Background: an optimization exercise with open tools, aiming at small area, a short achievable clock period and few clock cycles per item. Do not read the settings as production practice. At most, simulation tests tie the RTL to the original design; equivalence was not proved.

Setup of old:
## divide
module divide(clk, rst, new_inp, dvdend, len_a, dvsor, len_b, quotient, remainder, count_add, count_sub, done);
	input clk;
	input rst;
	input new_inp;
	input [31:0] dvdend, dvsor;
	input [4:0] len_a, len_b;
	output [31:0] quotient, remainder;
	output reg done;
	output [4:0] count_add, count_sub;
	reg [30:0] q;       
	reg [30:0] r;       
	reg z;              
	reg [30:0] e;       
	reg [4:0] m;        
	reg [4:0] ca;       
	reg [4:0] cs;       
	wire [5:0] sd = {1'b0, len_a} - {1'b0, len_b};
	wire bz = (dvsor[30:0] == 31'd0);
	wire lt = sd[5];
	wire [31:0] t = {1'b0, r} - {1'b0, e};
	wire qb = ~t[31];
	wire start = done & new_inp;
	assign quotient = {z, q};
	assign remainder = {z, r};
	assign count_add = ca + {4'd0, ~q[0]};
	assign count_sub = cs;
	always @(posedge clk) begin
		if (rst)
			done <= 1'b1;
		else if (start)
			done <= bz | lt;
		else if (!done)
			done <= (m == 5'd0);
	end
	always @(posedge clk) begin
		if (done) begin
			e <= dvsor[30:0] << sd[4:0];
			m <= sd[4:0];
		end else begin
			e <= e >> 1;
			m <= m - 5'd1;
		end
	end
	always @(posedge clk) begin
		if (start) begin
			r <= dvdend[30:0] | {31{bz}};
			q <= {31{bz}};
			z <= bz;
			ca <= bz ? 5'd0 : 5'd31;
			cs <= (bz | lt) ? 5'd0 : 5'd1;
		end else if (!done) begin
			if (qb)
				r <= t[30:0];
			q <= {q[29:0], qb};
			ca <= ca + {4'd0, ~q[0]};
			cs <= cs + {4'd0, q[0]};
		end
	end
endmodule
Size in the first run: about 1300 cells after synthesis, roughly 150 I/O pins.
==> module divide, before the edit <==
module divide(clk, rst, new_inp, dvdend, len_a, dvsor, len_b, quotient, remainder, count_add, count_sub, done);
	input clk;
	input rst;
	input new_inp;
	input [31:0] dvdend, dvsor;
	input [4:0] len_a, len_b;
	output [31:0] quotient, remainder;
	output reg done;
	output [4:0] count_add, count_sub;
	reg [30:0] q;       
	reg [30:0] r;       
	reg z;              
	reg [30:0] e;       
	reg [4:0] m;        
	reg [4:0] ca;       
	reg [4:0] cs;       
	wire [5:0] sd = {1'b0, len_a} - {1'b0, len_b};
	wire bz = (dvsor[30:0] == 31'd0);
	wire lt = sd[5];
	wire [31:0] t = {1'b0, r} - {1'b0, e};
	wire qb = ~t[31];
	wire start = done & new_inp;
	assign quotient = {z, q};
	assign remainder = {z, r};
	assign count_add = ca + {4'd0, ~q[0]};
	assign count_sub = cs;
	always @(posedge clk) begin
		if (rst)
			done <= 1'b1;
		else if (start)
			done <= bz | lt;
		else if (!done)
			done <= (m == 5'd0);
	end
	always @(posedge clk) begin
		if (done) begin
			e <= dvsor[30:0] << sd[4:0];
			m <= sd[4:0];
		end else begin
			e <= e >> 1;
			m <= m - 5'd1;
		end
	end
	always @(posedge clk) begin
		if (start) begin
			r <= dvdend[30:0] | {31{bz}};
			q <= {31{bz}};
			z <= bz;
			ca <= bz ? 5'd0 : 5'd31;
			cs <= (bz | lt) ? 5'd0 : 5'd1;
		end else if (!done) begin
			if (qb)
				r <= t[30:0];
			q <= {q[29:0], qb};
			ca <= ca + {4'd0, ~q[0]};
			cs <= cs + {4'd0, q[0]};
		end
	end
endmodule
make LEC_CHECK=0 ABC_AREA=1 CAP_MARGIN=20 CORE_MARGIN=2 CORE_UTILIZATION=40 SETUP_SLACK_MARGIN=3 SLEW_MARGIN=20 finish   # period 6.0 ns
run.sh (not shown) runs the stock make flow with config.mk's settings and CLKGATE_MAP_FILE= SYNTH_SCRIPT=/design/flow/synth_recipe.tcl, a recipe that flattens the netlist after the stock synthesis.
Testbench counts of old, summed over its fixed seeds: cycles 36,021, items 4,000.
Edits applied to the flow inputs when going from old to new:
==> flow/design.v <==
module divide(clk, rst, new_inp, dvdend, len_a, dvsor, len_b, quotient, remainder, count_add, count_sub, done);
	input clk;
	input rst;
	input new_inp;
	input [31:0] dvdend, dvsor;
	input [4:0] len_a, len_b;
	output [31:0] quotient, remainder;
	output reg done;
	output [4:0] count_add, count_sub;
	reg [30:0] q;       
	reg [30:0] r;       
	reg z;              
	reg [30:0] h;       
	reg [3:0] m;        
	reg [4:0] ca;       
	reg [4:0] cs;       
	wire [5:0] sd = {1'b0, len_a} - {1'b0, len_b};
	wire bz = (dvsor[30:0] == 31'd0);
	wire lt = sd[5];
	wire [31:0] t1 = {1'b0, r} - {1'b0, h};
	wire [32:0] t2 = {2'b00, r} - {1'b0, h, 1'b0};
	wire [33:0] xa = {3'b000, r};
	wire [33:0] xb = ~{3'b000, h};
	wire [33:0] xc = ~{2'b00, h, 1'b0};
	wire [33:0] cs_s = xa ^ xb ^ xc;
	wire [33:0] cs_c = {(xa[32:0] & xb[32:0]) | (xa[32:0] & xc[32:0]) | (xb[32:0] & xc[32:0]), 1'b1};
	wire [33:0] t3 = cs_s + cs_c + 34'd1;
	wire c1 = ~t1[31];
	wire c2 = ~t2[32];
	wire c3 = ~t3[33];
	wire d1 = c2;
	wire d0 = c3 | (c1 & ~c2);
	wire [30:0] rn = c3 ? t3[30:0] : c2 ? t2[30:0] : c1 ? t1[30:0] : r;
	wire start = done & new_inp;
	assign quotient = {z, q};
	assign remainder = {z, r};
	assign count_add = ca + {4'd0, ~q[1]} + {4'd0, ~q[0]};
	assign count_sub = cs + {4'd0, q[1]};
	always @(posedge clk) begin
		if (rst)
			done <= 1'b1;
		else if (start)
			done <= bz | lt;
		else if (!done)
			done <= (m == 4'd0);
	end
	always @(posedge clk) begin
		if (done) begin
			h <= dvsor[30:0] << {sd[4:1], 1'b0};
			m <= sd[4:1];
		end else begin
			h <= h >> 2;
			m <= m - 4'd1;
		end
	end
	always @(posedge clk) begin
		if (start) begin
			r <= dvdend[30:0] | {31{bz}};
			q <= {31{bz}};
			z <= bz;
			ca <= bz ? 5'd0 : (lt | sd[0]) ? 5'd30 : 5'd29;
			cs <= bz ? 5'd31 : lt ? 5'd0 : 5'd1;
		end else if (!done) begin
			r <= rn;
			q <= {q[28:0], d1, d0};
			ca <= ca + {4'd0, ~q[1]} + {4'd0, ~q[0]};
			cs <= cs + {4'd0, q[1]} + {4'd0, q[0]};
		end
	end
endmodule
==> summary.txt <==
- old → new: number of global-route vias before repair rose by 87%, final cell count saw an increase, highest clock frequency the design can meet now sits lower.
- On clock transition at the registers of the reported paths, old tracks new almost exactly.
- Number of tap instances | new above old
- Fill cell instance count of the final layout ended up 1232 higher on new than on old.
- Cell with the biggest individual delay on the critical path: clkdlybuf4s50_1 -> old, fa_1 -> new
- Taking old as the reference, in new length of routed met3 wiring increased 410%, instance count on the critical path increased 5, post-synthesis share of cell area spent on xor and xnor gates increased 0.46 points, cell area increased 0.0080 mm2, total number of vias increased about 90%.
- Wire length was lower in old than in new.
- Minimum clock period after layout delta for new relative to old: 310 ps higher
Only the layout flow was run in new; the RTL was not checked for function there.

-- re-timing with driven ports --
No port has a modelled driver above. Below, the same layouts with a new extraction and two added sets of constraints.
Step 1 (the two cells are an assumption about what drives the block):
set clk [get_ports {clk}]
set_driving_cell -lib_cell sky130_fd_sc_hd__clkbuf_16 $clk
set_driving_cell -lib_cell sky130_fd_sc_hd__buf_2 [delete_from_list [all_inputs] $clk]
Step 2 adds t to the input delays and takes it off the output delays; t is the mean of the earliest and latest rising clock arrival at the registers after step 1. Input paths then give back, and output paths get back, about the clock's delay inside the block.
Three values: ideal, step 1, step 2; two values: the first two.
run	t, ns	setup WS [ns]	worst hold slack (ns)
old	0.410	3.094 / 3.081 / 2.704	0.475 / 0.475 / 0.475
new	0.421	2.786 / 2.786 / 2.590	0.485 / 0.485 / 0.485
After both steps every run listed still meets setup and hold. The setup slack of old, which loses most, moves by -0.013 ns with the drivers and by -0.390 ns with both steps.
